This is an optimization exercise on Yosys and OpenROAD, whose aim is small area, not a production implementation.
In this exercise RTL edits were held to simulation tests only and were not proved equivalent to the original.
No driver is modelled on the clock port, so clocking that relies on it looks cheaper here than on a real chip.
No activity file was given, so power comes from the tool's default toggle rates.

## flow/run.sh

```bash
#!/bin/bash
# Own layout flow: the standard ORFS flow (standard.sh) with changes that
# only affect how the layout is made:
#  - synthesis maps the logic with an area-oriented ABC script
#    (flow/abc_area.script); yosys's own passes, and so the registers, are
#    those of the standard synthesis;
#  - ports are buffered with the smallest buffer;
#  - clock tree synthesis uses clkbuf_8 buffers and no dummy loads.
# Each tool's output stays in orfs/logs; make's own output goes to flow_make.log.
set -euo pipefail
here=$(pwd)
rm -rf "$here/scripts_local"
cp -r "$FLOW_HOME/scripts" "$here/scripts_local"
cp "$here/flow/abc_area.script" "$here/scripts_local/abc_area.script"
bash "$here/standard.sh" "SCRIPTS_DIR=$here/scripts_local" \
	"BUFFER_PORTS_ARGS=-buffer_cell sky130_fd_sc_hd__buf_1" \
	"CTS_ARGS=-sink_clustering_enable -repair_clock_nets -dont_use_dummy_load -sink_clustering_size 30 -sink_clustering_max_diameter 100 -buf_list sky130_fd_sc_hd__clkbuf_8" \
	finish > "$here/flow_make.log" 2>&1
```

## flow/abc_area.script

```
strash
&get -n
&deepsyn -T 60
&dch -f
&nf -R 1000
&put
topo
```

## standard.sh

```bash
#!/bin/bash
# synth_recipe.tcl (not shown) runs the flow's synth.tcl, then flattens the netlist and writes it again
# the make line also repeats each setting of config.mk as NAME=value (left out here)
make -C /OpenROAD-flow-scripts/flow DESIGN_CONFIG=/design/flow/config.mk WORK_HOME=/design/flow/orfs CLKGATE_MAP_FILE= SYNTH_SCRIPT=/design/flow/synth_recipe.tcl "${@:-finish}"
```

## config.mk

```make
export PLATFORM = sky130hd
export DESIGN_NAME = vga_top
export DESIGN_NICKNAME = vga_top
export VERILOG_FILES = /design/flow/design.v
export SDC_FILE = /design/flow/constraint.sdc
export NUM_CORES = 4
export LEC_CHECK = 0
export ABC_AREA = 1
export CAP_MARGIN = 20
export CORE_MARGIN = 2
export CORE_UTILIZATION = 40
export PLACE_DENSITY = 0.6
export SLEW_MARGIN = 20
```

## constraint.sdc

```tcl
create_clock -name core_clock -period 20.0 [get_ports {ClkPort}]
set_input_delay 4.0000 -clock core_clock [delete_from_list [all_inputs] [get_ports {ClkPort}]]
set_output_delay 4.0000 -clock core_clock [all_outputs]
set_load 0.01 [all_outputs]
```

## design.v

```verilog
`timescale 1ns / 1ps
module vga_top(ClkPort, BtnR, BtnC, BtnU, BtnD,
	vga_h_sync, vga_v_sync, vga_r, vga_g, vga_b,
	An0, An1, An2, An3,
	Ca, Cb, Cc, Cd, Ce, Cf, Cg, Dp);
	input 	ClkPort;
	input 	BtnR, BtnC, BtnU, BtnD;
	output 	vga_h_sync, vga_v_sync;
	output [2:0] vga_r;
	output [2:0] vga_g;
	output [1:0] vga_b;
	output 	An0, An1, An2, An3;
	output	Ca, Cb, Cc, Cd, Ce, Cf, Cg, Dp;
	wire clk = ClkPort;
	wire rst = BtnR;
	function [7:0] coin_v;
		input [1:0] c;
		input [3:0] l;
		begin
			case ({c, l})
				{2'd0, 4'd0}: coin_v = 0;
				{2'd0, 4'd1}: coin_v = 1;
				{2'd0, 4'd2}: coin_v = 3;
				{2'd0, 4'd3}: coin_v = 7;
				{2'd0, 4'd4}: coin_v = 15;
				{2'd0, 4'd5}: coin_v = 30;
				{2'd0, 4'd6}: coin_v = 60;
				{2'd0, 4'd7}: coin_v = 120;
				{2'd0, 4'd8}: coin_v = 240;
				{2'd0, 4'd9}: coin_v = 224;
				{2'd0, 4'd10}: coin_v = 192;
				{2'd0, 4'd11}: coin_v = 128;
				{2'd1, 4'd0}: coin_v = 0;
				{2'd1, 4'd1}: coin_v = 1;
				{2'd1, 4'd2}: coin_v = 3;
				{2'd1, 4'd3}: coin_v = 7;
				{2'd1, 4'd4}: coin_v = 15;
				{2'd1, 4'd5}: coin_v = 30;
				{2'd1, 4'd6}: coin_v = 60;
				{2'd1, 4'd7}: coin_v = 120;
				{2'd1, 4'd8}: coin_v = 60;
				{2'd1, 4'd9}: coin_v = 44;
				{2'd1, 4'd10}: coin_v = 12;
				{2'd1, 4'd11}: coin_v = 128;
				{2'd2, 4'd0}: coin_v = 0;
				{2'd2, 4'd1}: coin_v = 1;
				{2'd2, 4'd2}: coin_v = 3;
				{2'd2, 4'd3}: coin_v = 7;
				{2'd2, 4'd4}: coin_v = 15;
				{2'd2, 4'd5}: coin_v = 30;
				{2'd2, 4'd6}: coin_v = 60;
				{2'd2, 4'd7}: coin_v = 120;
				{2'd2, 4'd8}: coin_v = 40;
				{2'd2, 4'd9}: coin_v = 24;
				{2'd2, 4'd10}: coin_v = 192;
				{2'd2, 4'd11}: coin_v = 128;
				default: coin_v = 0;
			endcase
		end
	endfunction
	reg [11:0] div;
	always @(posedge clk, posedge rst)
		if (rst) div <= 0;
		else div <= div + 1'b1;
	wire tick_x     = (div[8:0] == 9'h0ff);
	wire tick_fly   = (div[9:0] == 10'h1ff);
	wire tick_flash = (div[11:0] == 12'h7ff);
	reg [2:0] cx1;      
	reg [7:0] cx0;
	reg [9:0] cy;
	reg vs, de;
	wire eol = (cx1 == 3'd5) && (cx0 == 8'd90);    
	always @(posedge clk, posedge rst)
		if (rst) begin
			cx1 <= 0; cx0 <= 0; cy <= 0; de <= 0;
		end else begin
			if (eol) begin
				cx1 <= 0; cx0 <= 0;
			end else if (cx0 == 8'd141) begin
				cx1 <= cx1 + 1'b1; cx0 <= 0;
			end else
				cx0 <= cx0 + 1'b1;
			if (cy == 10'd521) cy <= 0;
			else if (eol) cy <= cy + 1'b1;
			de <= (cx1 < 3'd4 || (cx1 == 3'd4 && cx0 < 8'd72)) && (cy < 480);
		end
	wire hs = (cx1 == 3'd4 && cx0 >= 8'd89) || (cx1 == 3'd5 && cx0 <= 8'd42);
	always @(posedge clk)
		vs <= (cy == 490) || (cy == 491);
	assign vga_h_sync = ~hs;
	assign vga_v_sync = ~vs;
	reg [1:0] xs;       
	reg [2:0] w1;       
	reg [7:0] w0;
	reg shc;            
	reg [1:0] os;       
	reg [31:0] lc;      
	reg [1:0] fs;       
	reg [7:0] a;        
	reg [4:0] show;
	reg flash;
	reg gz;
	reg [3:0] d0, d1, d2;
	reg th;
	reg [3:0] sc0, sc1, sc2, sc3, sc4;
	reg [3:0] lf;
	reg pend;
	wire q_Lose = (os == 2'd2);
	wire q_Initial = (os == 2'd0);
	wire lo2 = (w1 <= 3'd1);
	wire [7:0] thr = lo2 ? 8'd136 : 8'd128;
	wire h = (w0 >= thr);
	wire [2:0] icx = 3'd7 - w1 - h;           
	wire [2:0] ic = (icx >= 3'd5) ? icx - 3'd5 : icx;
	wire adv = (w0 == thr);                   
	wire at230 = (w0 == thr + 8'd1);
	always @(posedge clk, posedge rst)
		if (rst) begin
			xs <= 0; w1 <= 3'd0; w0 <= 8'd69; shc <= 0;
		end else if (tick_x) case (xs)
			2'd0: begin
				w1 <= 3'd0; w0 <= 8'd69;
				if (BtnC) xs <= 2'd1;
			end
			2'd1: begin
				if (q_Lose) xs <= 2'd2;
				if (w1 == 3'd0 && w0 == 8'd8) begin
					w1 <= 3'd4; w0 <= 8'd141;
				end else if (w0 == 8'd0) begin
					w1 <= w1 - 1'b1; w0 <= 8'd141;
				end else
					w0 <= w0 - 1'b1;
				shc <= at230;
			end
			default: if (BtnD) xs <= 2'd0;
		endcase
	wire restart = tick_x && (xs == 2'd0) && (ic != 3'd2);
	wire step = tick_x && (xs == 2'd1) && adv;
	wire chg = restart || step;
	wire [2:0] icw = restart ? 3'd4 : (ic >= 3'd2) ? ic - 3'd2 : ic + 3'd3;
	wire rise = restart ? 1'b0 : ((ic == 3'd0) || (ic == 3'd2));
	always @(posedge clk, posedge rst)
		if (rst) begin
			sc0 <= 0; sc1 <= 0; sc2 <= 0; sc3 <= 0; sc4 <= 0; lf <= 0; pend <= 0;
		end else begin
			pend <= chg & rise;
			if (pend) lf <= (lf == 4'd11) ? 4'd0 : lf + 1'b1;
			if (chg) case (icw)
				3'd0: sc0 <= lf;
				3'd1: sc1 <= lf;
				3'd2: sc2 <= lf;
				3'd3: sc3 <= lf;
				default: sc4 <= lf;
			endcase
		end
	always @(posedge clk, posedge rst)
		if (rst) begin
			fs <= 0; a <= 8'd55;
		end else if (tick_fly) case (fs)
			2'd0: begin
				a <= 8'd55;
				if (BtnC) fs <= 2'd1;
			end
			2'd1: begin
				if (q_Lose) fs <= 2'd2;
				else if (BtnU && a > 8'd1) a <= a - 1'b1;
				else if (BtnD && a < 8'd155) a <= a + 1'b1;
			end
			default: if (BtnC) fs <= 2'd0;
		endcase
	function ycond;
		input [2:0] j;
		input [7:0] a;
		case (j)
			3'd0: ycond = (a >= 83 || a <= 12);
			3'd1: ycond = (a >= 76 || a <= 25);
			3'd2: ycond = (a >= 88 || a <= 37);
			3'd3: ycond = (a >= 83 || a <= 27);
			default: ycond = (a >= 93 || a <= 20);
		endcase
	endfunction
	wire hup = lo2 ? (w0 >= 8'd97) : (w0 >= 8'd89);
	wire hlo = (w1 <= 3'd2) ? (w0 <= 8'd33) : (w0 <= 8'd25);
	wire [2:0] jx = 3'd7 - w1 - hup;          
	wire hit = (hup || hlo) && ycond((jx >= 3'd5) ? jx - 3'd5 : jx, a);
	wire lose_exit = BtnC && !lc[31] && lc[30:0] >= 1600;
	wire [31:0] lcc;       
	assign lcc[0] = 1'b1;
	genvar gi;
	generate for (gi = 1; gi < 32; gi = gi + 1) begin : lcinc
		assign lcc[gi] = lcc[gi-1] & lc[gi-1];
	end endgenerate
	always @(posedge clk)
		lc <= (lc ^ lcc) & {32{q_Lose && !lose_exit}};
	always @(posedge clk, posedge rst)
		if (rst) os <= 0;
		else case (os)
			2'd0: if (BtnC) os <= 2'd1;
			2'd1: if (hit) os <= 2'd2;
			default: if (lose_exit) os <= 2'd0;
		endcase
	wire cnear = lo2 ? (w0 >= 8'd138) : (w0 >= 8'd130);
	wire cfar = (w1 <= 3'd2) ? (w0 <= 8'd33) : (w0 <= 8'd25);
	reg [6:0] yc;
	wire [7:0] cdiff = a - {1'b0, yc} + 8'd4;
	wire ccond = (cnear || cfar) && (cdiff <= 8'd9);
	always @(posedge clk)
		gz <= ccond;
	always @(posedge clk, posedge rst)
		if (rst) begin
			d0 <= 0; d1 <= 0; d2 <= 0; th <= 0;
		end else begin
			if (ccond && !gz) begin
				if (th && d2 == 0 && d1 == 2 && d0 == 3) begin
					th <= 0; d1 <= 0; d0 <= 0;
				end else if (d0 != 9) d0 <= d0 + 1'b1;
				else begin
					d0 <= 0;
					if (d1 != 9) d1 <= d1 + 1'b1;
					else begin
						d1 <= 0;
						if (d2 != 9) d2 <= d2 + 1'b1;
						else begin
							d2 <= 0; th <= 1;
						end
					end
				end
			end
		end
	always @(posedge clk, posedge rst)
		if (rst) show <= 0;
		else if (tick_x) begin
			if (shc) show <= {show[0], show[4], 1'b1, show[2], show[1]};
			else begin
				show <= q_Initial ? 5'b0 : show;
				if (gz) show[0] <= 1'b0;
			end
		end
	always @(posedge clk, posedge rst)
		if (rst) flash <= 0;
		else if (tick_flash) flash <= q_Lose ? ~flash : 1'b0;
	wire [8:0] dx = {1'b0, w0} - {1'b0, cx0};
	wire bx = dx[8];
	wire [7:0] rx = bx ? dx[7:0] + 8'd142 : dx[7:0];
	wire [3:0] cxb = {1'b0, cx1} + bx;
	wire mpos = ({1'b0, w1} > cxb);
	wire pipe_x = mpos ? (rx <= 8'd61) : (rx >= 8'd8) && (rx <= 8'd69);
	wire coin_x = mpos ? (rx >= 8'd41) && (rx <= 8'd61) : (rx >= 8'd49) && (rx <= 8'd69);
	wire [3:0] jt = {1'b0, cx1} + bx + 4'd5 - w1;
	wire [2:0] pj = (jt >= 4'd5) ? jt - 4'd5 : jt;
	wire [3:0] kt = {1'b0, cx1} + bx + h + 4'd3;
	wire [2:0] kk = (kt >= 4'd10) ? kt - 4'd10 : (kt >= 4'd5) ? kt - 4'd5 : kt;
	reg pyc;
	always @(*)
		case (pj)
			3'd0: pyc = (cy <= 50 || cy >= 350);
			3'd1: pyc = (cy <= 100 || cy >= 320);
			3'd2: pyc = (cy <= 150 || cy >= 370);
			3'd3: pyc = (cy <= 110 || cy >= 350);
			default: pyc = (cy <= 80 || cy >= 390);
		endcase
	wire Pipe = pipe_x && pyc;
	wire [2:0] tj = coin_x ? pj : ic;
	reg [3:0] kl;
	always @(*)
		if (coin_x && kk == 3'd2) kl = lf;
		else case (tj)
			3'd0: kl = sc0;
			3'd1: kl = sc1;
			3'd2: kl = sc2;
			3'd3: kl = sc3;
			default: kl = sc4;
		endcase
	reg [9:0] kb;
	reg [1:0] kc;
	always @(*)
		case (tj)
			3'd0: begin kb = 10'd60; kc = 2'd0; end
			3'd1: begin kb = 10'd110; kc = 2'd1; end
			3'd2: begin kb = 10'd160; kc = 2'd1; end
			3'd3: begin kb = 10'd120; kc = 2'd2; end
			default: begin kb = 10'd90; kc = 2'd0; end
		endcase
	wire [9:0] ky = cy | {10{~coin_x}};
	wire [10:0] kdiff = {1'b0, ky} - {1'b0, kb} - {3'b0, coin_v(kc, kl)};
	always @(posedge clk)
		if (!coin_x) yc <= ~kdiff[8:2];
	wire Coin = coin_x && show[kk] && (kdiff <= 11'd20);
	wire [7:0] bdy = cy[9:2] - a;
	wire Bird = (cx1 == 3'd1) && (cx0 >= 8'd88) && (cx0 <= 8'd107) && (bdy <= 8'd4);
	reg rr, gg, bb;
	always @(posedge clk) begin
		rr <= Bird & de;
		gg <= Pipe & de;
		bb <= (flash | Coin) & de;
	end
	assign vga_r = {rr, rr, rr};
	assign vga_g = {gg, gg, gg};
	assign vga_b = {bb, bb};
	wire [1:0] scan = div[8:7];
	assign An0 = !(scan == 2'd0);
	assign An1 = !(scan == 2'd1);
	assign An2 = !(scan == 2'd2);
	assign An3 = !(scan == 2'd3);
	reg [3:0] digit;
	always @(*)
		case (scan)
			2'd0: digit = d0;
			2'd1: digit = d1;
			2'd2: digit = d2;
			default: digit = 4'd0;
		endcase
	reg [6:0] seg;
	always @(*)
		case (digit)
			4'd0: seg = 7'b0000001;
			4'd1: seg = 7'b1001111;
			4'd2: seg = 7'b0010010;
			4'd3: seg = 7'b0000110;
			4'd4: seg = 7'b1001100;
			4'd5: seg = 7'b0100100;
			4'd6: seg = 7'b0100000;
			4'd7: seg = 7'b0001111;
			4'd8: seg = 7'b0000000;
			default: seg = 7'b0000100;
		endcase
	assign {Ca, Cb, Cc, Cd, Ce, Cf, Cg, Dp} = {seg, 1'b1};
endmodule
```

==> qor.txt, run 1 <==
Int Power: 376 µW
post-route ant nets: 0
Vias/cell: 5.35
Die Wd: 163 µm
R2R Setup Slk: 9910 ps
post-synthesis sequential area ratio: 0.354
Ys Warns: 1
top post-synthesis cells by count: 129 x ha_1, 96 x dfrtp_1, 95 x clkinv_1
hold_buf cts: 0
clock latency (worst-skew pair): 460 ps
Critical R2R Capture: bb
Worst R2R Start: cx0[0]
core area: 25000 µm²
R2R cell count: 43
Setup WS post-layout: 9910 ps
1st-iter DRT viols: 523
CTS Buf Count: 17
Post-route DRC: 0
clk_skew: 31.7 ps
slew at the pin closest to its max-slew limit: 815 ps
Placed Area: 10500 µm²
Max Fclk: 99.1 MHz
area of the mapped netlist: 10100 µm²
Post-DP HPWL: 16.4 mm
Tot GR Track Use: 0.171
VDD IR-drop max: 0.0000378 V
Synth area leader: dfrtp_1
cells after synthesis: 1092
Worst Hold Class: reg -> reg
Switch Pwr: 106 µW
fin. max-slew vios: 0
Gate power share: 0.012
final cycle utilization of the critical path: 0.504
die area: 26400 µm²
antenna diode count: 0
part of the power in registers: 0.623
Net Count, Synth: 1236
CP max stage delay: 530 ps
# setup viols final: 0
ys flop type: dfrtp_1
Post-CTS Setup Inserts: 0
final hold vios: 0
H-tree depth: 4
design area: 10800 µm²
Post-synth ARST share: 0.703
max cap viols: 0
clock share of power: 0.366
worst hold start: div[11]
Clock Tree Root: clkbuf_8
Sw Ratio: 0.220
Hold Path Stages: 1
CP arrival: 10460 ps
Leakage: 0.00488 µW
fraction of layout cells with a size suffix above 1: 0.0275
vias in the first global route: 7493
Worst-path clk slew: 80 ps
Power per Cell Area: 44.7 nW/µm²
WS Path Type: reg -> reg
Die Height: 163 µm
initial antenna violation count: 1
Detailed Route WL: 21.6 mm
# port buffers: 25
Hold Path Sink: div[11]
RSZ-0062 raised after global routing: false
syn avg cell area: 9.21 µm²
Critical Path Fanout Max: 10
Crit path required time: 20370 ps
slowest CP cell: mux2i_1
Rows: 58
CTS sink cnt: 148
fillers: 2473
DRT Pass-1 Iters: 5
post-route minimum period: 10090 ps
I/O Pins: 27
synth top area cells: dfrtp_1 24%, ha_1 16%, dfxtp_1 7.4%
Setup crit start kind: flop
Sum Neg Setup Slack: 0 ps
placer congestion estimate: 0.846
number of synthesized flops with an enable pin: 7
Hold WS: 482 ps
status: timing/DRC/antenna clean
pre-CTS setup slack: 9960 ps
Total Nets Final: 1274
routed vias: 7803
Netlist cell types: 60
post-synth top area share: 0.239
#FFs+latches synth: 148
initial core utilization: 0.403
largest net degree at the start of global routing: 66
clk buf depth: 2
most common cell in the netlist: ha_1
total power: 482 µW
post-DR wirelength/cell: 14.8 µm
Rel. slew slack: 0.457
first-pass GRT wire length: 36.7 mm
gr ovfl total: 0
CTS tree: built
Layout area overhead: 7.05%
CTS resizes: 0
crit end category: flop
[worst max-delay path: cells and delay by family, from the launching register on]
family | cells | cell delay [ps]
AOI/OAI and AO/OA | 16 | 3010
buffers and inverters | 2 | 190
muxes | 1 | 530
and+or+nand+nor | 12 | 2470
DFF | 1 | 470
xor gates and xnor gates | 4 | 730
adders and majority gates | 8 | 2570
[logic make-up after synthesis]
kind of cell,count (synthesis),share of synthesized area
other cells,1,0.000373
xor+xnor,62,0.0540
fa+ha+maj,140,0.181
simple gates,382,0.190
compound gates,227,0.147
mux,28,0.0306
buf+inv,104,0.0422
flops,148,0.354
[per-stage QoR]
stage	util	cells
floorplan	-	1092
global placement	0.422	1441
detailed placement	0.422	1441
CTS	0.431	1458
global route	0.431	1458
finish	0.431	1458
[how the worst max path moves through the flow]
stage	startpoint	end	slack [ps]	cells past startpoint
after floorplan	cx0[0]	bb	10590	41
after global placement	cx0[0]	bb	10240	43
after detailed placement	cx0[0]	bb	9960	43
after CTS	cx0[0]	bb	9900	43
after global routing	cx0[0]	bb	8750	42
final	cx0[0]	bb	9910	43
[cell usage in the layout, fill, tap and decap left out, types with 7 or more instances in the layout]
cell type	count
nor4_1	9
edfxtp_1	7
a21oi_1	63
xor2_1	19
ha_1	129
nor3_1	26
nand3_1	20
dfxtp_1	37
clkbuf_8	17
nand2_1	94
a31oi_1	14
or2_0	15
a22oi_1	7
nor2b_1	17
and3_1	9
nor3b_1	8
clkinv_1	94
mux2_1	22
buf_1	25
xnor2_1	43
nand2b_1	19
nor2_1	92
dfstp_2	8
nand4_1	13
a22o_1	7
o22ai_1	11
fa_1	10
a32o_1	7
o21bai_1	8
and2_0	38
a21o_1	16
dfrtp_1	96
o21ai_0	42
[registers in the layout (all words and copies together) (netlist names), 3 cells and up]
name	count
sc1	4
yc	7
d1	4
cx0	8
d0	4
cx1	3
a	8
sc0	4
cy	10
d2	4
sc4	4
sc2	4
lc	32
show	5
w1	3
lf	4
sc3	4
div	12
w0	8
[final cells by class]
cell class	instances	area [µm²]	share of cell area
Inverter	95	359	0.0334
Sequential cell	148	3560	0.331
Tap cell	330	413	0.0383
Clock buffer	17	234	0.0217
Multi-Input combinational cell	840	6080	0.565
Timing Repair Buffer	28	116	0.0108
[power groups by stage]
stage          clock network, µW  logic (µW)  registers, µW
5_1_grt                      197        7.07            300
3_5_place_dp                   0        6.24            306
2_1_floorplan                  0        4.05            306
4_1_cts                      184        6.22            300
6_report                     176        5.77            300
3_3_place_gp                   0        6.20            306
[routing by layer]
layer,wire (µm),GRT usage,up-vias
met5,13,0,-
met4,284,0.0418,2
met3,817,0.0374,20
met2,9620,0.273,103
met1,10900,0.238,3751
li1,-,-,3927
==> run 2: changes to the inputs <==
--- a/design.v
+++ b/design.v
@@ -71,3 +71,3 @@
 	reg vs, de;
-	wire eol = (cx1 == 3'd5) && (cx0 == 8'd90);    
+	wire eol = cx1[2] && cx1[0] && cx0[6] && cx0[4] && cx0[3] && cx0[1];
 	always @(posedge clk, posedge rst)
@@ -78,3 +78,3 @@
 				cx1 <= 0; cx0 <= 0;
-			end else if (cx0 == 8'd141) begin
+			end else if (cx0[7] && cx0[3] && cx0[2] && cx0[0]) begin    
 				cx1 <= cx1 + 1'b1; cx0 <= 0;
@@ -82,3 +82,3 @@
 				cx0 <= cx0 + 1'b1;
-			if (cy == 10'd521) cy <= 0;
+			if (cy[9] && cy[3] && cy[0]) cy <= 0;    
 			else if (eol) cy <= cy + 1'b1;
@@ -146,3 +146,3 @@
 			pend <= chg & rise;
-			if (pend) lf <= (lf == 4'd11) ? 4'd0 : lf + 1'b1;
+			if (pend) lf <= (lf[3] && lf[1] && lf[0]) ? 4'd0 : lf + 1'b1;    
 			if (chg) case (icw)
@@ -165,4 +165,4 @@
 				if (q_Lose) fs <= 2'd2;
-				else if (BtnU && a > 8'd1) a <= a - 1'b1;
-				else if (BtnD && a < 8'd155) a <= a + 1'b1;
+				else if (BtnU && a != 8'd1) a <= a - 1'b1;      
+				else if (BtnD && a != 8'd155) a <= a + 1'b1;
 			end
@@ -213,11 +213,11 @@
 			if (ccond && !gz) begin
-				if (th && d2 == 0 && d1 == 2 && d0 == 3) begin
+				if (th && d1[1] && d0[1] && d0[0]) begin    
 					th <= 0; d1 <= 0; d0 <= 0;
-				end else if (d0 != 9) d0 <= d0 + 1'b1;
+				end else if (!(d0[3] && d0[0])) d0 <= d0 + 1'b1;    
 				else begin
 					d0 <= 0;
-					if (d1 != 9) d1 <= d1 + 1'b1;
+					if (!(d1[3] && d1[0])) d1 <= d1 + 1'b1;
 					else begin
 						d1 <= 0;
-						if (d2 != 9) d2 <= d2 + 1'b1;
+						if (!(d2[3] && d2[0])) d2 <= d2 + 1'b1;
 						else begin
@@ -312,16 +312,12 @@
 		endcase
-	reg [6:0] seg;
-	always @(*)
-		case (digit)
-			4'd0: seg = 7'b0000001;
-			4'd1: seg = 7'b1001111;
-			4'd2: seg = 7'b0010010;
-			4'd3: seg = 7'b0000110;
-			4'd4: seg = 7'b1001100;
-			4'd5: seg = 7'b0100100;
-			4'd6: seg = 7'b0100000;
-			4'd7: seg = 7'b0001111;
-			4'd8: seg = 7'b0000000;
-			default: seg = 7'b0000100;
-		endcase
+	wire [3:0] x = digit;
+	wire [6:0] seg;
+	assign seg[6] = (!x[3] && !x[2] && !x[1] && x[0]) || (x[2] && !x[1] && !x[0]);    
+	assign seg[5] = (x[2] && !x[1] && x[0]) || (x[2] && x[1] && !x[0]);               
+	assign seg[4] = !x[2] && x[1] && !x[0];                                           
+	assign seg[3] = (x[2] && !x[1] && !x[0]) || (x[2] && x[1] && x[0]) ||
+		(!x[3] && !x[2] && !x[1] && x[0]);                                            
+	assign seg[2] = x[0] || (x[2] && !x[1]);                                          
+	assign seg[1] = (!x[2] && x[1]) || (x[1] && x[0]) || (!x[3] && !x[2] && x[0]);    
+	assign seg[0] = (!x[3] && !x[2] && !x[1]) || (x[2] && x[1] && x[0]);              
 	assign {Ca, Cb, Cc, Cd, Ce, Cf, Cg, Dp} = {seg, 1'b1};
==> flow/abc_area.script (replaced) <==
strash
&get -n
&deepsyn -T 180
&dch -f
&nf -R 1000
&put
topo
==> qor.txt, run 2 <==
Detailed Route WL: 21.9 mm
R2R Setup Slk: 10350 ps
Worst R2R Start: w0[0]
most frequent cells in the layout: 123 x ha_1, 102 x nor2_1, 96 x clkinv_1, 96 x dfrtp_1, 92 x nand2_1
CTS resizes: 0
Layout area overhead: 7.03%
core area: 24200 µm²
VDD IR-drop max: 0.0000323 V
post-synthesis sequential area ratio: 0.361
commonest non-fill, non-tap cell in the layout: ha_1
H-tree depth: 4
CTS tree: built
initial antenna violation count: 0
Post-DP HPWL: 16.9 mm
final hold vios: 0
DRT Pass-1 Iters: 5
Most flops, register: lc
crit path from: w0[0]
Largest register FFs: 32
CTS sink cnt: 148
fraction of layout cells with a size suffix above 1: 0.0269
post-route minimum period: 9650 ps
design area: 10600 µm²
largest net degree at the start of global routing: 68
Max Fclk: 104 MHz
top post-synthesis cells by count: 123 x ha_1, 102 x nor2_1, 97 x clkinv_1
placer congestion estimate: 0.872
clock latency (worst-skew pair): 460 ps
clk buf depth: 2
post-DR wirelength/cell: 15.2 µm
post-route ant nets: 0
Rel. slew slack: 0.326
CP max stage delay: 560 ps
Die Wd: 161 µm
slew at the pin closest to its max-slew limit: 1010 ps
registers with the most flip-flops: lc x32, div x12, cy x10
Worst-path clk slew: 70 ps
final cycle utilization of the critical path: 0.482
I/O Pins: 27
RSZ-0062 raised after global routing: false
WS Path Type: reg -> reg
Post-CTS Setup Inserts: 0
fin. max-slew vios: 0
routed vias: 7708
Setup crit start kind: flop
# setup viols final: 0
1st-iter DRT viols: 434
Critical Path Sink: bb
post-synth top area share: 0.244
antenna diode count: 0
#FFs+latches synth: 148
# port buffers: 25
Crit path required time: 20380 ps
CTS Buf Count: 17
status: timing/DRC/antenna clean
clk_skew: 32.7 ps
Net Count, Synth: 1217
cells after synthesis: 1079
Placed Area: 10300 µm²
die area: 25900 µm²
Vias/cell: 5.36
Critical Path Fanout Max: 10
synth top area cells: dfrtp_1 24%, ha_1 16%, dfxtp_1 7.5%
number of synthesized flops with an enable pin: 7
crit end category: flop
fillers: 2399
max cap viols: 0
CP arrival: 10030 ps
Die Height: 161 µm
R2R cell count: 47
Netlist cell types: 57
Rows: 57
initial core utilization: 0.407
Post-synth ARST share: 0.703
Sum Neg Setup Slack: 0 ps
most common cell in the netlist: ha_1
ys flop type: dfrtp_1
Leakage: 0.00488 µW
syn avg cell area: 9.14 µm²
Synth area leader: dfrtp_1
slowest CP cell: dfstp_2
area of the mapped netlist: 9860 µm²
Power per Cell Area: 45.5 nW/µm²
vias in the first global route: 7524
Critical R2R Capture: bb
Ys Warns: 1
first-pass GRT wire length: 37.3 mm
Clock Tree Root: clkbuf_8
hold_buf cts: 0
gr ovfl total: 0
Post-route DRC: 0
Tot GR Track Use: 0.176
Total Nets Final: 1255
Worst Hold Class: reg -> reg
[run 2: cell count changes in the layout (fill, tap and decap cells not counted), sizes merged, moves of 5 or more]
| cell | change |
|---|---|
| and3 | +36 |
| nor2 | +10 |
| a22o | -5 |
| ha | -6 |
| nor2b | -7 |
| and2 | -32 |
| or2 | -11 |
| o22ai | -5 |
| o41ai | +5 |
| a31oi | +5 |
| nand3 | +12 |
[run 2: stage by stage]
stage	cells	setup WS (ps)	hold WS, ps	power [µW]	util
2_1_floorplan	1079	11050	433	310	-
3_3_place_gp	1422	10670	458	312	0.426
3_5_place_dp	1422	10380	472	312	0.426
4_1_cts	1439	10310	486	488	0.435
5_1_grt	1439	9000	506	499	0.435
6_report	1439	10350	480	481	0.435
[run 2: per-layer routing]
layer / vias to the layer above / track usage / part of all wire / wire length (µm)
met1: 3658 / 0.249 / 0.51 / 11200
met2: 131 / 0.278 / 0.44 / 9590
li1: 3898 / - / - / -
met4: 0 / 0.0540 / 0.016 / 348
met5: - / 0 / 0 / 0
met3: 21 / 0.0272 / 0.035 / 762
[run 2: where the power goes]
group	leakage [µW]	total, µW	switching [µW]	internal [µW]
Clock	0.000122	175	100	74.9
Sequential	0.00175	300	0.00000000000000768	300
Combinational	0.00301	5.48	4.97	0.509
Total	0.00488	481	105	375
[run 2: worst max-delay path, delay by kind of cell, from the launching register on]
family	cells	cell delay [ps]
flip-flops	1	560
AND/OR/NAND/NOR	12	2110
buffers and inverters	6	900
multiplexers	2	670
AO/OA/AOI/OAI	18	2770
XOR/XNOR	2	560
adder cells (fa/ha/maj)	7	2000
[run 2: cell type report]
class / count / area, µm² / area share
multi-input combinational: 825 / 5870 / 0.556
sequential: 148 / 3560 / 0.338
tap: 324 / 405 / 0.0384
inverter: 97 / 367 / 0.0347
clock buffer: 17 / 234 / 0.0222
timing repair buffer: 28 / 116 / 0.0110
[run 2: cells by family (layout without fill, tap and decap cells)]
family | after synthesis | count (layout) | share of synthesized area
mux | 33 | 33 | 0.0365
compound gates | 217 | 217 | 0.140
flops | 148 | 148 | 0.361
fa+ha+maj | 133 | 133 | 0.176
buf+inv | 106 | 142 | 0.0438
other cells | 1 | 1 | 0.000380
simple gates | 379 | 379 | 0.186
xor+xnor | 62 | 62 | 0.0551
[run 2: worst min-delay path by stage]
stage	start	end	slack [ps]	cells after the start
after detailed placement	lc[0]	lc[0]	470	1
final	lc[0]	lc[0]	480	1
after CTS	lc[0]	lc[0]	490	1
after global placement	lc[0]	lc[0]	460	1
after global routing	div[11]	div[11]	510	1
after floorplan	lc[0]	lc[0]	430	1
==> run 3: changes to the inputs <==
--- a/design.v
+++ b/design.v
@@ -155,15 +155,14 @@
 		end
+	wire fly = tick_fly && (fs == 2'd1) && !q_Lose;
+	wire a_up = fly && BtnU && (a != 8'd1);                  
+	wire a_dn = fly && !a_up && BtnD && (a != 8'd155);
 	always @(posedge clk, posedge rst)
-		if (rst) begin
-			fs <= 0; a <= 8'd55;
-		end else if (tick_fly) case (fs)
-			2'd0: begin
-				a <= 8'd55;
-				if (BtnC) fs <= 2'd1;
-			end
-			2'd1: begin
-				if (q_Lose) fs <= 2'd2;
-				else if (BtnU && a != 8'd1) a <= a - 1'b1;      
-				else if (BtnD && a != 8'd155) a <= a + 1'b1;
-			end
+		if (rst) a <= 8'd55;
+		else if (tick_fly && fs == 2'd0) a <= 8'd55;
+		else a <= a + {{7{a_up}}, a_up | a_dn};
+	always @(posedge clk, posedge rst)
+		if (rst) fs <= 0;
+		else if (tick_fly) case (fs)
+			2'd0: if (BtnC) fs <= 2'd1;
+			2'd1: if (q_Lose) fs <= 2'd2;
 			default: if (BtnC) fs <= 2'd0;
--- a/flow/run.sh
+++ b/flow/run.sh
@@ -3,4 +3,5 @@
 # only affect how the layout is made:
-#  - synthesis maps the logic with an area-oriented ABC script
-#    (flow/abc_area.script); yosys's own passes, and so the registers, are
+#  - synthesis maps all logic, adders included, with an area-oriented ABC
+#    script (flow/abc_area.script) instead of first mapping adders to
+#    half/full-adder cells; yosys's own passes, and so the registers, are
 #    those of the standard synthesis;
@@ -15,2 +16,3 @@
 bash "$here/standard.sh" "SCRIPTS_DIR=$here/scripts_local" \
+	"ADDER_MAP_FILE=" \
 	"BUFFER_PORTS_ARGS=-buffer_cell sky130_fd_sc_hd__buf_1" \
==> qor.txt, run 3 <==
status: timing/DRC/antenna clean
first-pass GRT wire length: 35.8 mm
Netlist cell types: 62
Post-synth ARST share: 0.703
R2R cell count: 41
CP max stage delay: 610 ps
CTS resizes: 0
Worst R2R Start: w0[2]
area of the mapped netlist: 8670 µm²
hold_buf cts: 0
number of synthesized flops with an enable pin: 7
Ys Warns: 1
Die Height: 151 µm
Vias/cell: 5.67
# setup viols final: 0
slowest CP cell: o21ai_1
Die Wd: 151 µm
RSZ-0062 raised after global routing: false
Finished Layout Cells: 1348
Rel. slew slack: 0.337
vias in the first global route: 7130
top post-synthesis cells by count: 141 x nor2_1, 103 x nand2_1, 96 x dfrtp_1
clock latency (worst-skew pair): 480 ps
utilization after layout: 0.439
clk buf depth: 2
Post-CTS Setup Inserts: 0
slew at the pin closest to its max-slew limit: 992 ps
Tot GR Track Use: 0.198
Detailed Route WL: 21.2 mm
Critical Path Fanout Max: 24
most frequent cells in the layout: 141 x nor2_1, 103 x nand2_1, 96 x dfrtp_1
Most flops, register: lc
DRT Pass-1 Iters: 6
routed vias: 7639
largest net degree at the start of global routing: 55
placed cells: 1331
CTS tree: built
VDD IR-drop max: 0.0000267 V
ys flop type: dfrtp_1
die area: 22900 µm²
clk_skew: 37.4 ps
Hold WS: 470 ps
Synth area leader: dfrtp_1
syn avg cell area: 8.36 µm²
Crit path required time: 20380 ps
Worst Hold Class: reg -> reg
core area: 21200 µm²
Buffers & Inverters on Critical Path: 3
Hold Path Stages: 1
post-route ant nets: 0
I/O Pins: 27
post-DR wirelength/cell: 15.7 µm
Leakage: 0.00391 µW
R2R Setup Slk: 10180 ps
Clock Tree Root: clkbuf_8
Layout area overhead: 7.26%
Setup crit start kind: flop
1st-iter DRT viols: 478
WS Path Type: reg -> reg
registers with the most flip-flops: lc x32, div x12, cy x10
final cycle utilization of the critical path: 0.491
Worst-path clk slew: 70 ps
Post-DP HPWL: 15.6 mm
post-synth top area share: 0.277
Critical R2R Capture: bb
# port buffers: 25
Total Nets Final: 1080
initial core utilization: 0.410
H-tree depth: 4
max cap viols: 0
CTS sink cnt: 148
post-route minimum period: 9820 ps
Net Count, Synth: 1042
commonest non-fill, non-tap cell in the layout: nor2_1
fraction of layout cells with a size suffix above 1: 0.0270
synth top area cells: dfrtp_1 28%, dfxtp_1 8.5%, nor2_1 6.1%
final hold vios: 0
crit end category: flop
worst hold start: fs[0]
Sum Neg Setup Slack: 0 ps
Crit path top cell by count: a21oi_1
Largest register FFs: 32
fin. max-slew vios: 0
Hold Path Sink: a[5]
#FFs+latches synth: 148
initial antenna violation count: 0
Power per Cell Area: 51.5 nW/µm²
Post-route DRC: 0
Max Fclk: 102 MHz
placer congestion estimate: 0.924
gr ovfl total: 0
Rows: 53
post-synthesis sequential area ratio: 0.411
CP arrival: 10210 ps
CTS Buf Count: 17
most common cell in the netlist: nor2_1
antenna diode count: 0
cells after synthesis: 1037
crit-path leading delay family: compound AO/OA/AOI/OAI gates
==> run 3: cell types whose count changed in the layout (fill, tap and decap cells not counted), moves of 19 or more <==
cell,delta
a21oi_1,+30
and3_1,-19
clkinv_1,-56
ha_1,-123
nor2_1,+39
nor3_1,+35
==> run 3: per-stage QoR <==
stage               setup WS, ps  total power [µW]  area (µm²)
floorplan                  10860               309        8670
global placement           10020               311        9060
detailed placement          9700               311        9060
CTS                         9650               488        9300
global route                9130               498        9300
finish                     10180               479        9300
==> run 3: cell families (layout without fill, tap and decap cells) <==
group           count (synthesis)  count (layout)  share of synthesized area
flops                         148             148                      0.411
mux                            28              28                     0.0352
buf+inv                        50              86                     0.0256
other cells                     1               1                   0.000433
xor+xnor                       72              72                     0.0728
fa+ha+maj                       5               5                    0.00578
simple gates                  474             474                      0.264
compound gates                259             259                      0.185
==> run 3: power breakdown <==
part	internal (µW)	total, µW	switching [µW]
Clock	74.8	174	98.8
Combinational	0.406	5.02	4.62
Sequential	300	300	0
==> run 3: worst max-delay path by stage <==
stage,startpoint,to,depth (start not counted)
2_1_floorplan,w0[2],yc[6],39
3_3_place_gp,w0[2],yc[6],40
3_5_place_dp,w0[2],bb,37
4_1_cts,w0[2],bb,41
5_1_grt,w0[2],bb,37
6_report,w0[2],bb,41
==> run 3: area by class of cell <==
class,instances,area (µm²)
Inverter,41,156
Tap cell,275,344
Fill cell,2116,11900
Timing Repair Buffer,28,116
Sequential cell,148,3560
Clock buffer,17,234
Multi-Input combinational cell,839,4880
==> run 3: metal layers <==
layer	wire, µm	part of all wire	vias up	GRT usage
met5	0	0	-	0
met4	611	0.029	0	0.0818
met3	733	0.035	39	0.0301
met2	9190	0.43	169	0.301
met1	10600	0.50	3613	0.281
li1	-	-	3818	-
==> run 4: changes to the inputs <==
--- a/flow/run.sh
+++ b/flow/run.sh
@@ -7,3 +7,4 @@
 #    those of the standard synthesis;
-#  - ports are buffered with the smallest buffer;
+#  - ports, and nets that feed several ports, are buffered with the
+#    smallest buffer;
 #  - clock tree synthesis uses clkbuf_8 buffers and no dummy loads.
@@ -16,3 +17,3 @@
 bash "$here/standard.sh" "SCRIPTS_DIR=$here/scripts_local" \
-	"ADDER_MAP_FILE=" \
+	"ADDER_MAP_FILE=" "MIN_BUF_CELL_AND_PORTS=sky130_fd_sc_hd__buf_1 A X" \
 	"BUFFER_PORTS_ARGS=-buffer_cell sky130_fd_sc_hd__buf_1" \
==> qor.txt, run 4 <==
status: timing/DRC/antenna clean
post-route ant nets: 0
syn avg cell area: 8.32 µm²
CP max stage delay: 830 ps
CTS sink cnt: 148
Sum Neg Setup Slack: 0 ps
Net Count, Synth: 1042
Post-synth ARST share: 0.703
met1 usage: 0.272
Rel. slew slack: 0.332
core area: 21100 µm²
I/O Pins: 27
post-synthesis sequential area ratio: 0.413
clk_skew: 38.2 ps
Leakage: 0.00391 µW
grt peak-use layer: met2
antenna diode count: 0
pre-CTS setup slack: 10000 ps
Vias/cell: 5.60
registers with the most flip-flops: lc x32, div x12, cy x10
met2 Resource Use GR: 0.307
final cycle utilization of the critical path: 0.509
Post-route DRC: 0
slowest CP cell: o21ai_0
most frequent cells in the layout: 141 x nor2_1, 103 x nand2_1, 96 x dfrtp_1
Setup crit start kind: flop
Tot GR Track Use: 0.193
slew at the pin closest to its max-slew limit: 991 ps
Setup WS post-layout: 9820 ps
Die Wd: 151 µm
post-synth top area share: 0.278
#FFs+latches synth: 148
routed vias: 7547
commonest non-fill, non-tap cell in the layout: nor2_1
top post-synthesis cells by count: 141 x nor2_1, 103 x nand2_1, 96 x dfrtp_1
routing usage on met3: 0.0313
max cap viols: 0
Max Fclk: 98.2 MHz
crit end category: flop
fillers: 2112
# port buffers: 25
hold_buf cts: 0
Gate power share: 0.011
clock latency (worst-skew pair): 460 ps
Post-CTS Setup Inserts: 0
fin. max-slew vios: 0
WS Path Type: reg -> reg
DRT Pass-1 Iters: 5
total power: 479 µW
Clock Tree Root: clkbuf_8
Most flops, register: lc
first-pass GRT wire length: 35.1 mm
Rows: 53
number of synthesized flops with an enable pin: 7
# setup viols final: 0
Synth area leader: dfrtp_1
Crit path top cell by count: a21oi_1
placer congestion estimate: 0.900
final hold vios: 0
Total Nets Final: 1080
largest net degree at the start of global routing: 62
fraction of layout cells with a size suffix above 1: 0.0270
Die Height: 151 µm
clock share of power: 0.363
Post-DP HPWL: 15.6 mm
Switch Pwr: 104 µW
CTS Buf Count: 17
Largest register FFs: 32
part of the power in registers: 0.626
CTS resizes: 0
Crit path required time: 20380 ps
Ys Warns: 1
CTS tree: built
cells after synthesis: 1037
ys flop type: dfrtp_1
Netlist cell types: 62
Critical Path Fanout Max: 24
clk buf depth: 2
vias in the first global route: 6930
VDD IR-drop max: 0.0000305 V
Layout area overhead: 7.68%
Detailed Route WL: 20.9 mm
post-DR wirelength/cell: 15.5 µm
gr ovfl total: 0
most common cell in the netlist: nor2_1
1st-iter DRT viols: 466
Sw Ratio: 0.217
CP arrival: 10560 ps
area of the mapped netlist: 8630 µm²
Int Power: 375 µW
die area: 22800 µm²
Worst-path clk slew: 80 ps
RSZ-0062 raised after global routing: false
post-route minimum period: 10180 ps
Worst Hold Class: reg -> reg
initial core utilization: 0.409
H-tree depth: 4
initial antenna violation count: 0
synth top area cells: dfrtp_1 28%, dfxtp_1 8.6%, nor2_1 6.1%
Power per Cell Area: 51.5 nW/µm²
run 4: path summary, 6_finish.rpt:
check                      startpoint  endpoint  slack, ps  cells past startpoint
setup / recovery                w0[2]        bb       9820                     40
max in group asynchronous        BtnR    cx0[1]      15230                      3
setup reg to reg                w0[2]        bb       9820                     40
hold reg to reg                 lc[0]     lc[0]        470                      1
min in group asynchronous        BtnR    div[0]       3640                      2
hold / removal                  lc[0]     lc[0]        470                      1
run 4: critical path, delay by kind of cell, from the launching register on:
family          cells  cell delay (ps)
fa+ha+maj           5             1890
compound gates     16             4190
simple gates       14             2710
flops               1              570
xor+xnor            3              580
buf+inv             2              160
run 4: cells by family after synthesis:
group	Yosys count	share of synthesized area
AND/OR/NAND/NOR	474	0.265
other	1	0.000434
flip-flops	148	0.413
buffers and inverters	50	0.0217
AO/OA/AOI/OAI	259	0.186
XOR/XNOR	72	0.0731
adder cells (fa/ha/maj)	5	0.00580
multiplexers	28	0.0354
run 4: layout make-up:
| cell class | instances | area (µm²) | area share |
|---|---|---|---|
| clock buffers | 17 | 234 | 0.0252 |
| inverters | 41 | 156 | 0.0168 |
| flip-flops and latches | 148 | 3560 | 0.383 |
| repair buffers | 28 | 116 | 0.0125 |
| well taps | 275 | 344 | 0.0370 |
| multi-input cells | 839 | 4880 | 0.525 |
run 4: metrics by stage:
stage                     area (µm²)  hold slack [ps]   util  cells
after floorplan                 8630              433      -   1037
after global placement          9060              447  0.430   1331
after detailed placement        9060              452  0.430   1331
after CTS                       9300              471  0.441   1348
after global routing            9300              500  0.441   1348
final                           9300              469  0.441   1348
run 4: power groups by stage:
stage / Sequential, µW / Combinational (µW) / Clock, µW
global route: 300 / 6.16 / 191
CTS: 300 / 5.54 / 180
global placement: 306 / 5.49 / 0
floorplan: 306 / 3.32 / 0
finish: 300 / 5.07 / 174
detailed placement: 306 / 5.52 / 0
run 4: routing by layer:
| metal | wire [µm] | up-vias |
|---|---|---|
| met5 | 0 | - |
| met4 | 344 | 0 |
| met3 | 682 | 22 |
| met2 | 9490 | 161 |
| met1 | 10300 | 3537 |
| li1 | - | 3827 |
==> run 5: changes to the inputs <==
==> flow/abc_area.script (replaced) <==
strash
&get -n
&deepsyn -T 180
&put
dch -f
amap
topo
==> qor.txt, run 5 <==
clk_skew: 40.8 ps
design area: 9100 µm²
first-pass GRT wire length: 36.2 mm
Net Count, Synth: 1159
Clock Tree Root: clkbuf_8
post-DR wirelength/cell: 15.0 µm
syn avg cell area: 7.32 µm²
Tot GR Track Use: 0.204
Total Nets Final: 1195
fillers: 2131
final cycle utilization of the critical path: 0.520
registers with the most flip-flops: lc x32, div x12, cy x10
number of synthesized flops with an enable pin: 7
part of the power in registers: 0.599
largest net degree at the start of global routing: 57
die area: 22300 µm²
WS Path Type: reg -> reg
antenna diode count: 0
Worst Hold Class: reg -> reg
CTS resizes: 0
Die Height: 149 µm
post-synth top area share: 0.284
Gate power share: 0.061
area of the mapped netlist: 8450 µm²
CTS tree: built
1st-iter DRT viols: 569
Most flops, register: lc
post-route ant nets: 0
fin. max-slew vios: 0
CP arrival: 10750 ps
post-synthesis sequential area ratio: 0.422
Leakage: 0.00344 µW
Post-route DRC: 0
Setup crit start kind: flop
# port buffers: 25
routed vias: 8071
CP max stage delay: 630 ps
Netlist cell types: 51
Synth area leader: dfrtp_1
crit end category: flop
Crit path top cell by count: nor2_1
Worst-path clk slew: 90 ps
hold_buf cts: 0
I/O Pins: 27
Post-synth ARST share: 0.703
Int Power: 385 µW
top post-synthesis cells by count: 279 x nor2_1, 161 x clkinv_1, 96 x dfrtp_1
core area: 20900 µm²
Sum Neg Setup Slack: 0 ps
CTS sink cnt: 148
slew at the pin closest to its max-slew limit: 983 ps
Max Fclk: 96.1 MHz
Detailed Route WL: 22.0 mm
Power per Cell Area: 56.5 nW/µm²
Layout area overhead: 7.74%
commonest non-fill, non-tap cell in the layout: nor2_1
Vias/cell: 5.52
RSZ-0062 raised after global routing: false
max cap viols: 0
# setup viols final: 0
post-route minimum period: 10410 ps
Sw Ratio: 0.251
fraction of layout cells with a size suffix above 1: 0.0236
Rows: 53
initial core utilization: 0.405
VDD IR-drop max: 0.0000361 V
most frequent cells in the layout: 279 x nor2_1, 160 x clkinv_1, 96 x dfrtp_1
CTS Buf Count: 17
Switch Pwr: 129 µW
Die Wd: 149 µm
initial antenna violation count: 0
slowest CP cell: clkinv_1
Post-DP HPWL: 16.9 mm
Ys Warns: 1
final hold vios: 0
status: timing/DRC/antenna clean
vias in the first global route: 7221
cells after synthesis: 1154
#FFs+latches synth: 148
gr ovfl total: 0
Crit path required time: 20340 ps
clock share of power: 0.340
H-tree depth: 4
synth top area cells: dfrtp_1 28%, nor2_1 12%, dfxtp_1 8.8%
Largest register FFs: 32
placer congestion estimate: 0.931
Critical Path Fanout Max: 16
most common cell in the netlist: nor2_1
clock latency (worst-skew pair): 480 ps
DRT Pass-1 Iters: 8
Rel. slew slack: 0.340
Post-CTS Setup Inserts: 0
ys flop type: dfrtp_1
pre-CTS setup slack: 9930 ps
Placed Area: 8860 µm²
Setup WS post-layout: 9590 ps
clk buf depth: 2
[run 5: cell types whose count changed after synthesis, moves of 23 or more]
cell and delta:
o22ai_1 +34, nor3_1 -23, clkinv_1 +120, nor2_1 +138, xnor2_1 -49, xor2_1 -23
a211oi_1 +24
[run 5: layout make-up]
cell class | count | area (µm²) | share of cell area
inverter | 161 | 607 | 0.0666
multi-input combinational | 836 | 4260 | 0.467
clock buffer | 17 | 234 | 0.0257
timing repair buffer | 26 | 101 | 0.0111
sequential | 148 | 3560 | 0.391
tap | 275 | 344 | 0.0378
[run 5: logic make-up (layout without fill, tap and decap cells)]
family / Yosys count / in the layout / synth area share
AO/OA/AOI/OAI: 341 / 341 / 0.255
buffers and inverters: 170 / 204 / 0.0755
flip-flops: 148 / 148 / 0.422
other: 1 / 1 / 0.000444
AND/OR/NAND/NOR: 494 / 494 / 0.247
[run 5: critical path: cells and delay by family (launching register included)]
kind / cells / cell delay [ps]
compound gates: 25 / 5690
simple gates: 18 / 2320
buf+inv: 7 / 1700
flops: 1 / 550
[run 5: routing by layer]
metal  GRT usage  share of wire  wire length (µm)  up-vias
li1            -              -                 -     4131
met2       0.314           0.44              9610      234
met3      0.0398          0.050              1090       44
met5           0              0                 0        -
met4      0.0738          0.026               580        0
met1       0.286           0.49             10700     3662
[run 5: worst paths after layout]
| check | from | end | slack [ps] | cells after the start |
|---|---|---|---|---|
| max | w0[2] | bb | 9590 | 50 |
| min | lc[31] | lc[31] | 460 | 1 |
| max reg2reg | w0[2] | bb | 9590 | 50 |
| min reg2reg | lc[31] | lc[31] | 460 | 1 |
| max in group asynchronous | BtnR | cx1[2] | 15230 | 3 |
| min in group asynchronous | BtnR | div[0] | 3630 | 2 |
[run 5: power groups by stage]
stage                     logic, µW  clock network [µW]  registers, µW
after floorplan                21.7                   0            313
after global placement         31.9                   0            313
after detailed placement       31.9                   0            313
after CTS                      31.9                 181            308
after global routing           36.3                 192            308
final                          31.4                 175            308
[run 5: through the flow]
| step | instances | hold WS (ps) | power [µW] | util |
|---|---|---|---|---|
| after floorplan | 1154 | 418 | 334 | - |
| after global placement | 1446 | 437 | 345 | 0.424 |
| after detailed placement | 1446 | 445 | 345 | 0.424 |
| after CTS | 1463 | 457 | 520 | 0.436 |
| after global routing | 1463 | 481 | 537 | 0.436 |
| final | 1463 | 459 | 514 | 0.436 |
==> run 6: changes to the inputs <==
--- a/flow/run.sh
+++ b/flow/run.sh
@@ -7,5 +7,6 @@
 #    those of the standard synthesis;
-#  - ports, and nets that feed several ports, are buffered with the
-#    smallest buffer;
-#  - clock tree synthesis uses clkbuf_8 buffers and no dummy loads.
+#  - ports are buffered with the smallest buffer;
+#  - clock tree synthesis uses clkbuf_8 buffers and no dummy loads, and then
+#    (flow/post_cts.tcl) leaf buffers that drive at most 9 flip-flops are
+#    downsized to clkbuf_4.
 # Each tool's output stays in orfs/logs; make's own output goes to flow_make.log.
@@ -20,2 +21,3 @@
 	"CTS_ARGS=-sink_clustering_enable -repair_clock_nets -dont_use_dummy_load -sink_clustering_size 30 -sink_clustering_max_diameter 100 -buf_list sky130_fd_sc_hd__clkbuf_8" \
+	"POST_CTS_TCL=$here/flow/post_cts.tcl" "CLK_DOWNSIZE_FANOUT=9" \
 	finish > "$here/flow_make.log" 2>&1
==> flow/post_cts.tcl (new file) <==
# Clock tree leaf buffers that drive only a few flip-flops are downsized to
# clkbuf_4, which keeps their clock pins' slew well inside the limit; then
# the placement is legalized again.
set n 0
foreach inst [get_cells clkbuf_*] {
  if {[get_property $inst ref_name] != "sky130_fd_sc_hd__clkbuf_8"} { continue }
  set o [get_pins -of_objects $inst -filter "direction==output"]
  set loads [expr {[llength [get_pins -of_objects [get_nets -of_objects $o]]] - 1}]
  set leaf 1
  foreach p [get_pins -of_objects [get_nets -of_objects $o]] {
    if {[get_property $p direction] == "input" && [string match "clkbuf_*" [get_full_name [get_cells -of_objects $p]]]} { set leaf 0 }
  }
  if {$leaf && $loads <= $::env(CLK_DOWNSIZE_FANOUT)} {
    puts "downsizing [get_full_name $inst] ($loads loads)"
    replace_cell $inst sky130_fd_sc_hd__clkbuf_4
    incr n
  }
}
puts "downsized $n clock buffers"
if {$n > 0} { detailed_placement }
==> qor.txt, run 6 <==
total power: 490 µW
Post-synth ARST share: 0.703
clk_skew: 28.7 ps
post-synthesis sequential area ratio: 0.422
crit end category: flop
RSZ-0062 raised after global routing: false
# setup viols final: 0
utilization after layout: 0.433
syn avg cell area: 7.32 µm²
Detailed Route WL: 22.0 mm
Finished Layout Cells: 1464
placer congestion estimate: 0.931
first-pass GRT wire length: 36.2 mm
WS Path Type: reg -> reg
Critical R2R Capture: bb
area of the mapped netlist: 8450 µm²
slew at the pin closest to its max-slew limit: 985 ps
Rel. slew slack: 0.338
Setup WS post-layout: 9580 ps
pre-CTS setup slack: 9930 ps
gr ovfl total: 0
R2R cell count: 50
Post-route DRC: 0
fraction of layout cells with a size suffix above 1: 0.0236
Layout area overhead: 7.03%
Power per Cell Area: 54.2 nW/µm²
Total Nets Final: 1195
Hold Path Sink: fs[0]
VDD IR-drop max: 0.0000323 V
slowest CP cell: clkinv_1
cells after synthesis: 1154
Synth area leader: dfrtp_1
CP arrival: 10770 ps
crit-path leading delay family: compound AO/OA/AOI/OAI gates
Largest register FFs: 32
Sum Neg Setup Slack: 0 ps
Tot GR Track Use: 0.204
core area: 20900 µm²
clock latency (worst-skew pair): 450 ps
fin. max-slew vios: 0
Die Height: 149 µm
Vias/cell: 5.51
R2R Setup Slk: 9580 ps
Netlist cell types: 51
DRT Pass-1 Iters: 7
Die Wd: 149 µm
Worst Hold Class: reg -> reg
Worst-path clk slew: 100 ps
synth top area cells: dfrtp_1 28%, nor2_1 12%, dfxtp_1 8.8%
Crit path required time: 20350 ps
# port buffers: 25
CTS sink cnt: 148
registers with the most flip-flops: lc x32, div x12, cy x10
initial core utilization: 0.405
Setup crit start kind: flop
ys flop type: dfrtp_1
CTS tree: built
vias in the first global route: 7216
Worst R2R Start: w0[2]
die area: 22300 µm²
Net Count, Synth: 1159
most common cell in the netlist: nor2_1
worst hold start: fs[1]
CP max stage delay: 640 ps
Buffers & Inverters on Critical Path: 7
I/O Pins: 27
status: timing/DRC/antenna clean
post-route ant nets: 0
final hold vios: 0
post-DR wirelength/cell: 15.0 µm
Most flops, register: lc
commonest non-fill, non-tap cell in the layout: nor2_1
initial antenna violation count: 1
most frequent cells in the layout: 279 x nor2_1, 160 x clkinv_1, 96 x dfrtp_1
Critical Path Fanout Max: 16
number of synthesized flops with an enable pin: 7
Ys Warns: 1
placed cells: 1446
1st-iter DRT viols: 578
post-synth top area share: 0.284
Post-DP HPWL: 16.9 mm
Max Fclk: 96.0 MHz
largest net degree at the start of global routing: 57
routed vias: 8071
final cycle utilization of the critical path: 0.521
#FFs+latches synth: 148
Leakage: 0.00342 µW
Hold Path Stages: 1
Crit path top cell by count: nor2_1
max cap viols: 0
Rows: 53
top post-synthesis cells by count: 279 x nor2_1, 161 x clkinv_1, 96 x dfrtp_1
post-route minimum period: 10420 ps
[run 6: per-layer routing]
metal / up-vias / wire length (µm) / track usage
met5: - / 0 / 0
met4: 0 / 558 / 0.0767
met3: 37 / 1140 / 0.0398
met2: 257 / 9590 / 0.312
met1: 3637 / 10700 / 0.287
li1: 4140 / - / -
[run 6: logic make-up (layout without fill, tap and decap cells)]
group,count (synthesis),in the layout,synth area share
AOI/OAI and AO/OA,341,341,0.255
DFF,148,148,0.422
buffers and inverters,170,204,0.0755
other,1,2,0.000444
and+or+nand+nor,494,494,0.247
[run 6: how the worst max path moves through the flow]
stage               depth (start not counted)  end  start
floorplan                                  50   bb  w0[2]
global placement                           50   bb  w0[2]
detailed placement                         50   bb  w0[2]
global route                               50   bb  w0[2]
finish                                     50   bb  w0[2]
[run 6: where the power goes]
part / switching [µW] / leakage, µW / internal [µW]
logic: 25.5 / 0.00158 / 5.80
registers: 3.37 / 0.00174 / 304
clock network: 97.4 / 0.0000963 / 54.2
total: 126 / 0.00342 / 364
[run 6: final cells by class]
type	instances	area [µm²]
fill	2138	11800
inverter	161	607
sequential	148	3560
multi-input combinational	836	4260
clock buffer	17	171
antenna	1	2.50
tap	275	344
timing repair buffer	26	101
[run 6: metrics by stage]
stage / cell area, µm² / hold slack (ps)
global route: 9040 / 481
detailed placement: 8860 / 445
global placement: 8860 / 437
finish: 9040 / 459
floorplan: 8450 / 418
[run 6: worst register-to-register path, delay by kind of cell, from the launching register on]
| kind | cells | cell delay, ps |
|---|---|---|
| AOI/OAI and AO/OA | 25 | 5730 |
| buffers and inverters | 7 | 1730 |
| and+or+nand+nor | 18 | 2310 |
| DFF | 1 | 560 |
==> run 7: changes to the inputs <==
--- a/config.mk
+++ b/config.mk
@@ -10,4 +10,4 @@
 export CORE_MARGIN = 2
-export CORE_UTILIZATION = 40
-export PLACE_DENSITY = 0.6
+export CORE_UTILIZATION = 65
+export PLACE_DENSITY = 0.75
 export SLEW_MARGIN = 20
==> qor.txt, run 7 <==
DRT Pass-1 Iters: 7
Setup WS post-layout: 9820 ps
commonest non-fill, non-tap cell in the layout: nor2_1
ys flop type: dfrtp_1
Total Nets Final: 1195
initial antenna violation count: 0
most frequent cells in the layout: 279 x nor2_1, 160 x clkinv_1, 96 x dfrtp_1
pre-CTS setup slack: 10170 ps
CTS sink cnt: 148
post-synthesis sequential area ratio: 0.422
Hold Path Sink: fs[0]
Post-synth ARST share: 0.703
total power: 491 µW
antenna diode count: 0
Die Height: 118 µm
status: timing/DRC/antenna clean
cells after synthesis: 1154
Crit path required time: 20320 ps
Detailed Route WL: 21.2 mm
die area: 13900 µm²
R2R Setup Slk: 9820 ps
Net Count, Synth: 1159
WS Path Type: reg -> reg
I/O Pins: 27
slew at the pin closest to its max-slew limit: 991 ps
Setup crit start kind: flop
Hold Path Stages: 1
Max Fclk: 98.3 MHz
Power per Cell Area: 55.0 nW/µm²
core area: 12700 µm²
post-DR wirelength/cell: 15.6 µm
# setup viols final: 0
Worst R2R Start: w0[2]
CTS tree: built
met1 usage: 0.425
initial core utilization: 0.667
Critical R2R Capture: bb
top post-synthesis cells by count: 279 x nor2_1, 161 x clkinv_1, 96 x dfrtp_1
met2 Resource Use GR: 0.484
Critical Path Fanout Max: 16
routed vias: 8313
Rel. slew slack: 0.334
registers with the most flip-flops: lc x32, div x12, cy x10
Die Wd: 118 µm
Vias/cell: 6.11
fraction of layout cells with a size suffix above 1: 0.0236
most common cell in the netlist: nor2_1
1st-iter DRT viols: 962
clock latency (worst-skew pair): 450 ps
Most flops, register: lc
placer congestion estimate: 0.962
Ys Warns: 1
final cycle utilization of the critical path: 0.509
post-route minimum period: 10180 ps
Post-route DRC: 0
Largest register FFs: 32
area of the mapped netlist: 8450 µm²
largest net degree at the start of global routing: 54
number of synthesized flops with an enable pin: 7
Placed Area: 8740 µm²
synth top area cells: dfrtp_1 28%, nor2_1 12%, dfxtp_1 8.8%
post-route ant nets: 0
#FFs+latches synth: 148
Rows: 41
Worst Hold Class: reg -> reg
CP arrival: 10490 ps
vias in the first global route: 7446
Layout area overhead: 5.63%
slowest CP cell: a31oi_1
utilization after layout: 0.704
worst hold start: fs[1]
RSZ-0062 raised after global routing: false
Leakage: 0.00342 µW
gr ovfl total: 0
clk_skew: 30.2 ps
# port buffers: 25
routing usage on met3: 0.0775
max cap viols: 0
Crit path top cell by count: nor2_1
post-synth top area share: 0.284
fin. max-slew vios: 0
Synth area leader: dfrtp_1
final hold vios: 0
syn avg cell area: 7.32 µm²
Netlist cell types: 51
CP max stage delay: 640 ps
Post-DP HPWL: 16.1 mm
Sum Neg Setup Slack: 0 ps
VDD IR-drop max: 0.0000612 V
design area: 8930 µm²
Worst-path clk slew: 90 ps
first-pass GRT wire length: 35.1 mm
crit end category: flop
grt peak-use layer: met2
Tot GR Track Use: 0.313
R2R cell count: 47
==> run 7: cell counts after synthesis <==
Identical to the previous run, type by type.
==> run 7: cells by family after synthesis <==
group	Yosys count	share of synthesized area
flip-flops	148	0.422
AND/OR/NAND/NOR	494	0.247
buffers and inverters	170	0.0755
AO/OA/AOI/OAI	341	0.255
other	1	0.000444
==> run 7: worst max-delay path by stage <==
stage | start | end
floorplan | w0[2] | bb
global placement | w0[2] | bb
detailed placement | w0[2] | bb
global route | w0[2] | bb
finish | w0[2] | bb
==> run 7: metrics by stage <==
stage	hold slack, ps	cells
global placement	432	1343
finish	450	1360
detailed placement	444	1343
global route	474	1360
floorplan	418	1154
==> run 7: layout make-up <==
class / count / area, µm²
Fill cell: 1098 / 3740
Multi-Input combinational cell: 836 / 4260
Sequential cell: 148 / 3560
Timing Repair Buffer: 26 / 101
Inverter: 161 / 607
Clock buffer: 17 / 184
Tap cell: 172 / 215
==> run 7: metal layers <==
metal,part of all wire,vias to the layer above
met5,0,-
met1,0.44,3754
met4,0.033,0
met3,0.085,61
met2,0.44,342
li1,-,4156
==> run 7: report_power, final <==
part	leakage, µW	switching, µW	internal (µW)	total [µW]
registers	0.00174	3.42	304	308
logic	0.00158	24.5	5.79	30.2
clock network	0.000102	94.8	58.4	153
==> run 7: critical path, delay by kind of cell, from the launching register on <==
family / cells / cell delay [ps]
AO/OA/AOI/OAI: 26 / 5780
buffers and inverters: 9 / 2020
AND/OR/NAND/NOR: 12 / 1690
flip-flops: 1 / 550

-- static timing again, ports no longer ideal --
How much do the figures lean on ideal ports? The routed layouts below were timed once more, with nothing changed but the port constraints.
Step 1 assumes that a clkbuf_16 drives the clock port and a buf_2 every other input.
Step 2 adds t to the input delays and takes it off the output delays; t is the mean of the earliest and latest rising clock arrival at the registers after step 1. Input paths then give back, and output paths get back, about the clock's delay inside the block.
Three values: ideal ports, drivers, drivers and shift; two values: the first two.
run	t, ns	setup WS [ns]	hold WS [ns]	clock arrival spread, ns
run 1	0.487	9.911 / 9.911 / 9.911	0.482 / 0.482 / 0.482	0.040 / 0.041
run 2	0.485	10.351 / 10.351 / 10.351	0.480 / 0.480 / 0.480	0.042 / 0.041
run 3	0.501	10.176 / 10.176 / 10.176	0.470 / 0.470 / 0.470	0.044 / 0.044
run 4	0.482	9.821 / 9.821 / 9.821	0.469 / 0.469 / 0.469	0.039 / 0.039
run 5	0.497	9.594 / 9.594 / 9.594	0.459 / 0.459 / 0.459	0.041 / 0.041
run 6	0.484	9.583 / 9.583 / 9.583	0.459 / 0.459 / 0.459	0.040 / 0.040
run 7	0.472	9.824 / 9.824 / 9.824	0.450 / 0.450 / 0.450	0.030 / 0.030
After both steps every run listed still meets setup and hold.
